Context: an optimization exercise on an open-source flow, tuned for small area and a short achievable clock period. The choices shown serve that exercise and are no tape-out recipe. Function was checked by simulation only, so behaviour that the tests miss may differ from the original.

==> flow/design.v (outline; a module is shown in full before it is edited, if it fits) <==
// module add32: 7 lines
// module add64: 7 lines
// module fa: 4 lines
// module ha: 4 lines
// module cpu: 1436 lines
module cpu(
  input         clk,
  input         i_cpu_stall,
  output [31:0] o_data_addr,
  output [31:0] o_data,
  input  [31:0] i_data,
  output [1:0]  o_data_rw,
  output [31:0] o_inst_addr,
  input  [31:0] i_inst,
  input         rst
  );
  // ...
==> flow/flow/run.sh <==
#!/bin/bash
set -euo pipefail
bash standard.sh SETUP_SLACK_MARGIN=21 "BUFFER_PORTS_ARGS=-buffer_cell sky130_fd_sc_hd__buf_4" finish > standard_finish.log 2>&1
==> flow/standard.sh <==
#!/bin/bash
# synth_recipe.tcl (not shown) runs the flow's synth.tcl, then flattens the netlist and writes it again
# the make line also repeats each setting of config.mk as NAME=value (left out here)
make -C /OpenROAD-flow-scripts/flow DESIGN_CONFIG=/design/flow/config.mk WORK_HOME=/design/flow/orfs CLKGATE_MAP_FILE= SYNTH_SCRIPT=/design/flow/synth_recipe.tcl "${@:-finish}"
==> flow/config.mk <==
export PLATFORM = sky130hd
export DESIGN_NAME = cpu
export DESIGN_NICKNAME = cpu
export VERILOG_FILES = /design/flow/design.v
export SDC_FILE = /design/flow/constraint.sdc
export NUM_CORES = 4
export LEC_CHECK = 0
export CAP_MARGIN = 35
export CORE_MARGIN = 2
export CORE_UTILIZATION = 50
export CTS_BUF_LIST = sky130_fd_sc_hd__clkbuf_8
export CTS_CLUSTER_SIZE = 24
export SLEW_MARGIN = 35
export SYNTH_HIERARCHICAL = 1
export SYNTH_MINIMUM_KEEP_SIZE = 0
==> flow/constraint.sdc <==
create_clock -name core_clock -period 42.0 [get_ports {clk}]
set_input_delay 8.4000 -clock core_clock [delete_from_list [all_inputs] [get_ports {clk}]]
set_output_delay 8.4000 -clock core_clock [all_outputs]
set_load 0.01 [all_outputs]
==> impl_metrics.ini, run 1 <==
[synth]
fraction_of_synthesized_area_in_multiplexers = 0.0277
synth_enable_flop_cells = 992
synth_ff_type = sky130_fd_sc_hd__edfxtp_1
yosysMostFrequentCell = sky130_fd_sc_hd__edfxtp_1
synth_top_cells_by_count = 992 x sky130_fd_sc_hd__edfxtp_1, 592 x sky130_fd_sc_hd__a22oi_1, 556 x sky130_fd_sc_hd__xnor2_1, 465 x sky130_fd_sc_hd__o22ai_1, 452 x sky130_fd_sc_hd__fa_1

[layout]
buf_share = 0.0569
largestRegisters = rg.q: 992 flops, pc_r: 32 flops
multi_input_area_um2 = 49300
final_cell_mix = 992 x sky130_fd_sc_hd__edfxtp_1, 580 x sky130_fd_sc_hd__a22oi_1, 554 x sky130_fd_sc_hd__xnor2_1
post_route_cells_drive_above_1_share = 0.159
postLayoutCoreUtil = 0.566
fill_count = 14000
final-instance-count-excl-fill = 10100

[timing]
slew_viol_final = 0
totalNegativeSetupSlack_ns = 0

[setup_path]
worst_setup_path_start_kind = input pin
setup.reg_to_reg.worst_slack_ns = 29.78
critical_path.top_delay_family = compound AO/OA/AOI/OAI gates
cp.depth = 37
setup.worst_path.start = i_inst[17]
cp_max_fo = 40

[outcome]
run_status = complete, no violations

[drt]
first_iter_violations = 17300
met1_length_mm = 148
drt_pass1_iterations = 11
vias_per_cell = 7.99
ant_nets = 0

[placement]
weighted_congestion_at_the_end_of_routability_driven_global_placement = 1.05

[clock_tree]
post_cts.resized_instances = 151

[hold_path]
min_from = pc_r[6]
==> run 2, diff against run 1 <==
--- a/flow/design.v
+++ b/flow/design.v
@@ -15,16 +15,25 @@
 module fa(input a, input b, input c, output s, output co);
 assign s = a ^ b ^ c;
 assign co = (a & b) | (a & c) | (b & c);
 endmodule
 module ha(input a, input b, output s, output co);
 assign s = a ^ b;
 assign co = a & b;
 endmodule
+module dec32(
+  input  [4:0]  a,
+  output [31:0] y
+  );
+genvar g;
+generate for (g = 0; g < 32; g = g + 1) begin : d
+  assign y[g] = (a == g);
+end endgenerate
+endmodule
 module cpu(
   input         clk,
   input         i_cpu_stall,
   output [31:0] o_data_addr,
   output [31:0] o_data,
   input  [31:0] i_data,
   output [1:0]  o_data_rw,
   output [31:0] o_inst_addr,
@@ -79,27 +88,30 @@
 wire c_movz    = r & (func == 6'h0a);
 wire c_we      = ~(op_j | op_beq | op_bne | op_sw | stall);
 wire c_wb_link = op_jal | (r & f_jalr);
 assign o_data_rw = op_sw ? 2'b01 : (op_lw | op_lbu) ? 2'b10 : 2'b00;
 wire [31:0] imm32 = {{16{imm16[15] & ~c_imm_ze}}, imm16};
 wire [31:0] rfa, rfb, wb_data;
 wire [4:0]  wr = op_jal ? 5'd31 : r ? rd : rt;
 wire        we = c_we & (~c_movz | ~|rfb);
+wire [31:0] sel_a, sel_b;
+dec32 dec_a(.a(rs), .y(sel_a));
+dec32 dec_b(.a(rt), .y(sel_b));
 wire [32*32-1:0] ta, tb;
 assign ta[31:0] = 32'd0;
 assign tb[31:0] = 32'd0;
 genvar g;
 generate for (g = 1; g < 32; g = g + 1) begin : rg
   reg [31:0] q;
   always @(posedge clk)
     if (we && wr == g)
       q <= wb_data;
-  assign ta[32*g+31:32*g] = ta[32*g-1:32*g-32] | ({32{rs == g}} & q);
-  assign tb[32*g+31:32*g] = tb[32*g-1:32*g-32] | ({32{rt == g}} & q);
+  assign ta[32*g+31:32*g] = ta[32*g-1:32*g-32] | ({32{sel_a[g]}} & q);
+  assign tb[32*g+31:32*g] = tb[32*g-1:32*g-32] | ({32{sel_b[g]}} & q);
 end endgenerate
 assign rfa = ta[32*31+31:32*31];
 assign rfb = tb[32*31+31:32*31];
 wire [31:0] addr_sum;
 add32 addr_add(.a(rfa), .b(imm32), .s(addr_sum));
 assign o_data_addr = {addr_sum[31:2], 2'b00};
 assign o_data      = rfb;
 wire [31:0] x  = rfa;
==> impl_metrics.ini, run 2 <==
[floorplan]
fp.coreArea_um2 = 158000
die_width_um = 402
die_height_um = 402
rows = 146
design.die.area_um2 = 162000
pin_count = 165
initial_core_util = 0.502

[layout]
largest-register = rg.q
final_cell_mix = 992 x sky130_fd_sc_hd__edfxtp_1, 648 x sky130_fd_sc_hd__a22oi_1, 577 x sky130_fd_sc_hd__xnor2_1
nNetsFinal = 8116
areaGrowthSynthToFinish_pct = 13.8
post_route_cells_drive_above_1_share = 0.162
largestRegisters = rg.q: 992 flops, pc_r: 32 flops
largest_reg_flops = 992
final_design_area_no_fill_um2 = 90200
layout_commonest_cell = sky130_fd_sc_hd__edfxtp_1

[setup_path]
required_ns = 33.60
crit_type = in -> out
r2r_cells = 30
r2r_start = rg[5].q[6]
critical_path.top_delay_family = simple AND/OR/NAND/NOR gates
critical_path.endpoint_type = output port
cp.arrival_ns = 12.64
cp_max_fo = 10
slowest_stage = sky130_fd_sc_hd__or4_4
critical_path.reg2reg.endpoint = rg[24].q[19]
setup.reg_to_reg.worst_slack_ns = 29.77
worstPathCellList = buf_6 > nand2b_4 > buf_4 > nor2_4 > buf_4 > buf_16 > a221oi_1 > nand3_1 > or4_4 > buf_12 > ha_2 > a21o_1 > a21o_1 > a22o_1 > a311oi_4 > nor4_1 > or3_4 > buf_4
cp.buffers_inverters = 6
critPathMostFrequentCell = sky130_fd_sc_hd__buf_4
worst_setup_path_start_kind = input pin
critical-path-max-stage-delay_ns = 0.64
setup.worst_path.start = i_inst[25]

[hold_path]
min_to = pc_r[7]
min_from = pc_r[7]
min_path_type = reg -> reg
timing.hold.worst_path_depth = 2

[clock_tree]
total_clock_buffers_created_by_cts = 166
htreeDepth = 4
cts_sinks = 1024
clock_insertion_delay_worst_skew_ns = 0.98
clk_transition_reported_paths_ns = 0.05
clock_tree.buffer_depth = 3
cts_tree = yes
holdBufCountCts = 0
clockRootBuffer = sky130_fd_sc_hd__clkbuf_8

[drt]
drt_pass1_iterations = 16
first_iter_violations = 16800
vias_per_cell = 8.11
ant_nets = 0
vias = 77300
routed_length_per_instance_um = 46.7
route.final.wire_length_mm = 445
route.detailed.drc = 0

[timing]
final_critical_path_share_of_the_clock_period = 0.501
rsz0062_at_grt = true
tightestPinTransition_ns = 1.12
max_slew_margin = 0.255
setup_viol = 0
slew_viol_final = 0
final_hold_viol_count = 0
finalClockSkew_ns = 0.0975
totalNegativeSetupSlack_ns = 0
finalCriticalPeriod_ns = 21.04
max_clock_freq_ghz = 0.0475

[synth]
synthCells = 7206
netlist_area_um2 = 79200
synth_warnings = 7
postSynthAreaPerCell_um2 = 11.0

[grt]
grt.total_usage = 0.533
grt_pass1_vias = 72000
grt_first_pass_wirelength_mm = 595
grt_start_max_net_pins = 56
grt_antenna_before_repair = 31
globalRoute.totalOverflow = 0

[placement]
io_buffer_count = 162
weighted_congestion_at_the_end_of_routability_driven_global_placement = 1.07
post_dp_cell_area_um2 = 84000
place_hpwl_mm = 277

[job]
count_of_max_cap_constraint_violations = 0

[outcome]
run_status = complete, no violations
==> run 2: cell types whose count changed in the layout (fill, tap and decap cells not counted), moves of 30 or more <==
cell and change:
sky130_fd_sc_hd__a221oi_1 +90, sky130_fd_sc_hd__a22o_1 +157, sky130_fd_sc_hd__o21ai_0 -54, sky130_fd_sc_hd__a22oi_1 +68, sky130_fd_sc_hd__o22ai_1 -30, sky130_fd_sc_hd__nor3_1 -39
sky130_fd_sc_hd__and3_1 -374, sky130_fd_sc_hd__nor2_1 -47, sky130_fd_sc_hd__nand2_1 -110, sky130_fd_sc_hd__buf_4 -32, sky130_fd_sc_hd__a2111oi_0 -98, sky130_fd_sc_hd__a222oi_1 +44
==> run 2: how the worst max path moves through the flow <==
stage	depth (start not counted)	slack, ns	to
finish	18	20.96	o_data_addr[31]
global route	19	20.96	o_data_addr[31]
CTS	19	21.00	o_data_addr[26]
detailed placement	18	19.62	o_data_addr[31]
global placement	17	19.65	o_data_addr[30]
floorplan	19	21.00	o_data_addr[26]
==> run 2: metal layers <==
| metal | global-route usage | vias up | share of wire |
|---|---|---|---|
| li1 | - | 28600 | - |
| met1 | 0.637 | 37300 | 0.33 |
| met2 | 0.721 | 8651 | 0.39 |
| met3 | 0.262 | 2668 | 0.17 |
| met4 | 0.428 | 42 | 0.11 |
| met5 | 0.0190 | - | 0.0013 |
==> run 2: stage by stage <==
| stage | setup WS, ns | util | hold slack, ns | std cells |
|---|---|---|---|---|
| after floorplan | 21.00 | - | 0.565 | 7209 |
| after global placement | 19.65 | 0.531 | 0.603 | 9090 |
| after detailed placement | 19.62 | 0.532 | 0.613 | 9096 |
| after CTS | 21.00 | 0.565 | 0.633 | 9458 |
| after global routing | 20.96 | 0.571 | 0.666 | 9504 |
| final | 20.96 | 0.571 | 0.629 | 9527 |
==> run 2: worst register-to-register path, delay by kind of cell (launching register included) <==
| kind | cells | cell delay [ns] |
|---|---|---|
| AO/OA/AOI/OAI | 10 | 3.28 |
| XOR/XNOR | 1 | 0.14 |
| adder cells (fa/ha/maj) | 6 | 3.15 |
| buffers and inverters | 2 | 0.70 |
| flip-flops | 1 | 0.45 |
| multiplexers | 2 | 1.15 |
| AND/OR/NAND/NOR | 9 | 3.08 |
==> run 2: final cells by class <==
class                           count  area, um2
Inverter                          180        683
Sequential cell                  1024      30600
Timing Repair Buffer              557       5470
Clock buffer                      166       2280
Multi-Input combinational cell   5375      47400
Clock inverter                    129       1050
Fill cell                       13300      67700
Tap cell                         2072       2590
Antenna cell                       24       60.1
==> run 2: what timing repair did <==
item	4_1_cts	5_1_grt
setup endpoints to repair	30	19
resized for setup	220	91
pin swaps	33	45
cloned	10	2
setup buffers	57	36

-- separate check: timing with driven ports --
The flow's constraints put no driver on any port. The routed layouts listed below were extracted and timed again, unchanged, in two steps.
Step 1: set_driving_cell puts a clkbuf_16 on clk and a buf_2 on each other input, an assumption about the parent block.
Step 2 adds t to the input delays and takes it off the output delays; t is the mean of the earliest and latest rising clock arrival at the registers after step 1. Input paths then give back, and output paths get back, about the clock's delay inside the block.
a / b / c = no drivers / after step 1 / after step 2; a / b = the first two.
run	t, ns	slack for setup (ns)	worst hold slack (ns)	worst setup path at the end	worst register clock-pin slew, ns
run 1	0.994	20.735 / 20.790 / 19.796	0.637 / 0.637 / 0.637	input to register	0.08 / 0.08
run 2	1.010	20.961 / 20.921 / 20.112	0.629 / 0.629 / 0.629	input to register	0.07 / 0.07
After both steps setup and hold are still met in every run listed. For run 1, which loses most, drivers alone change the setup slack by +0.055 ns; drivers and shift together by -0.939 ns.
